What follows belongs to an exercise in optimizing a design on an open flow for small area; a production flow would make more cautious choices. Only simulation tests tie the RTL to the original design; equivalence was not proved. The clock input has no modelled driver; a real chip could not lean on it and would need a root buffer or a full tree. No activity file was given, so power comes from the tool's default toggle rates.

## lane 2
==> flow/design.v <==
module hc_sr042 #(
    parameter [21:0] S0   = 22'h337507,
    parameter [21:0] S1   = 22'h26ea0e,
    parameter [21:0] S601 = 22'h2431c5,
    parameter [21:0] STM2 = 22'h1cdd41
) (
    input            clk,
    input            rst_n,
    input            echo2,
    output reg       trig2,
    output reg       last,       
    output reg [8:0] dis
);
    localparam [21:0] INV = 22'h155555;
    reg  [21:0] y;
    wire [21:0] s = y ^ INV;
    reg  [23:0] acc;
    always @(posedge clk)
        if (!rst_n) y <= S0 ^ INV;
        else        y <= {s[20:0], s[21] ^ s[20] ^ last} ^ INV;
    always @(posedge clk)
        if (!rst_n) last <= 1'b0;
        else        last <= (s == STM2);
    always @(posedge clk or negedge rst_n)
        if (!rst_n) trig2 <= 1'b0;
        else        trig2 <= (s == S1) | (trig2 & (s != S601));
    wire [24:0] cy;
    wire [23:0] sum;
    assign sum[0] = acc[0] ^ echo2;
    assign cy[1]  = acc[0] & echo2;
    assign sum[1] = acc[1] ^ echo2 ^ cy[1];
    assign cy[2]  = (acc[1] & echo2) | (cy[1] & (acc[1] ^ echo2));
    assign sum[2] = acc[2] ^ cy[2];
    assign cy[3]  = acc[2] & cy[2];
    assign sum[3] = acc[3] ^ echo2 ^ cy[3];
    assign cy[4]  = (acc[3] & echo2) | (cy[3] & (acc[3] ^ echo2));
    genvar i;
    generate for (i = 4; i < 24; i = i + 1) begin : inc
        assign sum[i]  = acc[i] ^ cy[i];
        assign cy[i+1] = acc[i] & cy[i];
    end endgenerate
    always @(posedge clk)
        if (!rst_n || (!echo2 && last)) acc <= 24'd0;
        else                            acc <= sum;
    wire [8:0] d    = acc[23:15];
    wire       ge   = d[8] & d[7] & (d[6] | d[5] | d[4]);    
    wire [8:0] fold = ge ? {2'b00, d[6:4] - 3'd1, d[3:0]} : d;
    always @(posedge clk)
        if (s == STM2) dis <= fold;
endmodule
module bcd2(
    input  clk,
    input  rst_n,
    output phase_end
);
    localparam [4:0] INV = 5'b10101;
    reg  [4:0] q;
    wire [4:0] p = q ^ INV;
    assign phase_end = (p == 5'b10110);
    always @(posedge clk)
        if (!rst_n) q <= 5'b01101 ^ INV;
        else        q <= {p[3:0], p[4] ^ p[2] ^ phase_end} ^ INV;
endmodule
module smg2(
    input            clk,
    input            rst_n,
    input      [8:0] dis,
    input            load,
    output reg [8:0] disp,
    output reg       led0
);
    always @(posedge clk or negedge rst_n)
        if (!rst_n)    disp <= 9'd0;
        else if (load) disp <= dis;
    always @(posedge clk or negedge rst_n)
        if (!rst_n) led0 <= 1'b0;
        else        led0 <= (disp <= 9'd40);
endmodule
module top2(
    input        clk,
    input        rst_n,
    input        echo2,
    output       trig2,
    output       led0,
    output [9:0] hz
);
    wire       last, phase_end;
    wire [8:0] dis;
    wire [8:0] disp;
    reg        wait1, wait2;
    hc_sr042 HC_SR04_inst(
        .clk(clk), .rst_n(rst_n), .echo2(echo2),
        .trig2(trig2), .last(last), .dis(dis));
    bcd2 bin_bcd_inst(
        .clk(clk), .rst_n(rst_n), .phase_end(phase_end));
    always @(posedge clk)
        if (!rst_n) begin
            wait1 <= 1'b0;
            wait2 <= 1'b0;
        end else begin
            if (last)           wait1 <= 1'b1;
            else if (phase_end) wait1 <= 1'b0;
            if (phase_end)      wait2 <= wait1;
        end
    smg2 x7seg_msg_inst(
        .clk(clk), .rst_n(rst_n), .dis(dis), .load(phase_end & wait2),
        .disp(disp), .led0(led0));
    assign hz = {1'b0, disp};
endmodule
export LEC_CHECK = 0
export CAP_MARGIN = 20
export CORE_MARGIN = 2
export CORE_UTILIZATION = 65
export SLEW_MARGIN = 20
create_clock -name core_clock -period 10.0 [get_ports {clk}]
standard.sh (not shown) runs the stock make flow with config.mk's settings and CLKGATE_MAP_FILE= SYNTH_SCRIPT=/design/flow/synth_recipe.tcl, a recipe that flattens the netlist after the stock synthesis.
==> flow/flow/run.sh <==
#!/bin/bash
# Standard ORFS layout (the standard.sh) with these changes:
# - synthesis maps logic with an area-oriented ABC script and without
#   fixed adder cells (flow/synth_area.tcl,
#   flow/area.abc); registers are the standard synthesis's;
# - combinational cells are downsized after synthesis and synthesis buffers
#   removed (flow/pre_floorplan.tcl); the flow's repair sizes up what timing
#   needs;
# - port buffers are minimum-size buffers;
# - the clock tree is a few clock buffers, each driving an equal share of
#   the flip-flops (flow/pre_cts.tcl), in place of TritonCTS's H-tree.
# Logs: standard.log here, and ORFS's per-step logs under orfs/logs.
set -uo pipefail
W=$(pwd)
F=$W/flow
bash standard.sh \
  "SYNTH_SCRIPT=$F/synth_area.tcl" \
  "FLOW_SYNTH_TCL=$W/synth_recipe.tcl" \
  "AREA_ABC_SCRIPT=$F/area.abc" \
  "PRE_FLOORPLAN_TCL=$F/pre_floorplan.tcl" \
  REMOVE_ABC_BUFFERS=1 \
  "BUFFER_PORTS_ARGS=-buffer_cell sky130_fd_sc_hd__buf_1" \
  "PRE_CTS_TCL=$F/pre_cts.tcl" \
  CLK_LEAF_BUF=${CLK_LEAF_BUF:-sky130_fd_sc_hd__clkbuf_8} CLK_NCLUSTERS=${CLK_NCLUSTERS:-4} \
  finish > standard.log 2>&1
==> flow/flow/area.abc <==
strash
dc2
dch
amap
topo
==> flow/flow/synth_area.tcl <==
# The standard flow's synthesis (synth_recipe.tcl, sourced below unchanged) with two
# changes to how the logic between registers is mapped to cells:
# - ABC runs an area-oriented script (AREA_ABC_SCRIPT) in place of ORFS's
#   delay-oriented one, which with its 10 ps delay target upsizes most
#   cells;
# - Yosys's extract_fa is skipped, so ABC maps the counters' adder logic
#   together with the logic around it instead of as fixed half/full-adder
#   cells.
# Every register, its name and its cell are those of the standard
# synthesis: both changes only affect combinational logic.
proc abc {args} {
  set i [lsearch -exact $args -script]
  if {$i >= 0} { lset args [expr {$i + 1}] $::env(AREA_ABC_SCRIPT) }
  set j [lsearch -exact $args -D]
  if {$j >= 0} { set args [lreplace $args $j [expr {$j + 1}]] }
  yosys abc {*}$args
}
proc extract_fa {args} { puts "extract_fa skipped" }
source $::env(FLOW_SYNTH_TCL)
Other scripts of this flow, unchanged in this note and not shown: flow/flow/pre_cts.tcl, flow/flow/pre_floorplan.tcl
Edits applied to the flow inputs when going from lane 2 to lane 1:
Settings: CAP_MARGIN now 0, was 20; SLEW_MARGIN now 0, was 20.
--- a/flow/flow/run.sh
+++ b/flow/flow/run.sh
@@ -1,6 +1,5 @@
 #!/bin/bash
 # Standard ORFS layout (the standard.sh) with these changes:
-# - synthesis maps logic with an area-oriented ABC script and without
-#   fixed adder cells (flow/synth_area.tcl,
+# - synthesis maps logic with an area-oriented ABC script (flow/synth_area.tcl,
 #   flow/area.abc); registers are the standard synthesis's;
 # - combinational cells are downsized after synthesis and synthesis buffers
==> flow/flow/area.abc <==
strash
dch
amap
topo
==> flow/flow/synth_area.tcl <==
# The standard flow's synthesis (synth_recipe.tcl, sourced below unchanged), with ABC's
# technology mapping run with an area-oriented script (AREA_ABC_SCRIPT) in
# place of ORFS's delay-oriented one, which with its 10 ps delay target
# upsizes most cells. Everything before ABC (and so every register, its
# name and its cell) is the standard synthesis; ABC maps only the logic
# between registers.
proc abc {args} {
  set i [lsearch -exact $args -script]
  if {$i >= 0} { lset args [expr {$i + 1}] $::env(AREA_ABC_SCRIPT) }
  set j [lsearch -exact $args -D]
  if {$j >= 0} { set args [lreplace $args $j [expr {$j + 1}]] }
  yosys abc {*}$args
}
source $::env(FLOW_SYNTH_TCL)
[summary]
Lane 1 leaves less setup margin than lane 2.
The global-route wire length before repair number comes out lower for lane 1 vs lane 2.
Worst stage delay on the critical path: lane 1 > lane 2
Compared with lane 2, in lane 1 initial antenna violation count flat; fraction of area in registers down 2.8 points; via count down about 8%; combinational power up about 13%; area growth from synthesis to layout down 0.57 points.
Where total power of the final layout is concerned, lane 2 is better than lane 1.
In every run of this note, the design's own scripts or RTL, not TritonCTS, make the clock network.

[static timing again, ports no longer ideal]
No port has a modelled driver above. Below, the same layouts with a new extraction and two added sets of constraints.
Step 1: set_driving_cell puts a clkbuf_16 on clk and a buf_2 on each other input, an assumption about the parent block.
Step 2, shift: input delay + t, output delay - t, t = (earliest + latest rising clock arrival at the registers) / 2. This alone moves slack from input paths to output paths.
Three values: no drivers, after step 1, after step 2; two values: the first two.
run	t, ns	slack for setup (ns)	worst setup path after step 2
lane 2	0.210	5.076 / 5.105 / 4.894	input to register
lane 1	0.213	3.102 / 3.135 / 2.921	input to register
After both steps every run listed still meets setup and hold. For lane 2, which loses most, drivers alone change the setup slack by +0.029 ns; drivers and shift together by -0.182 ns.
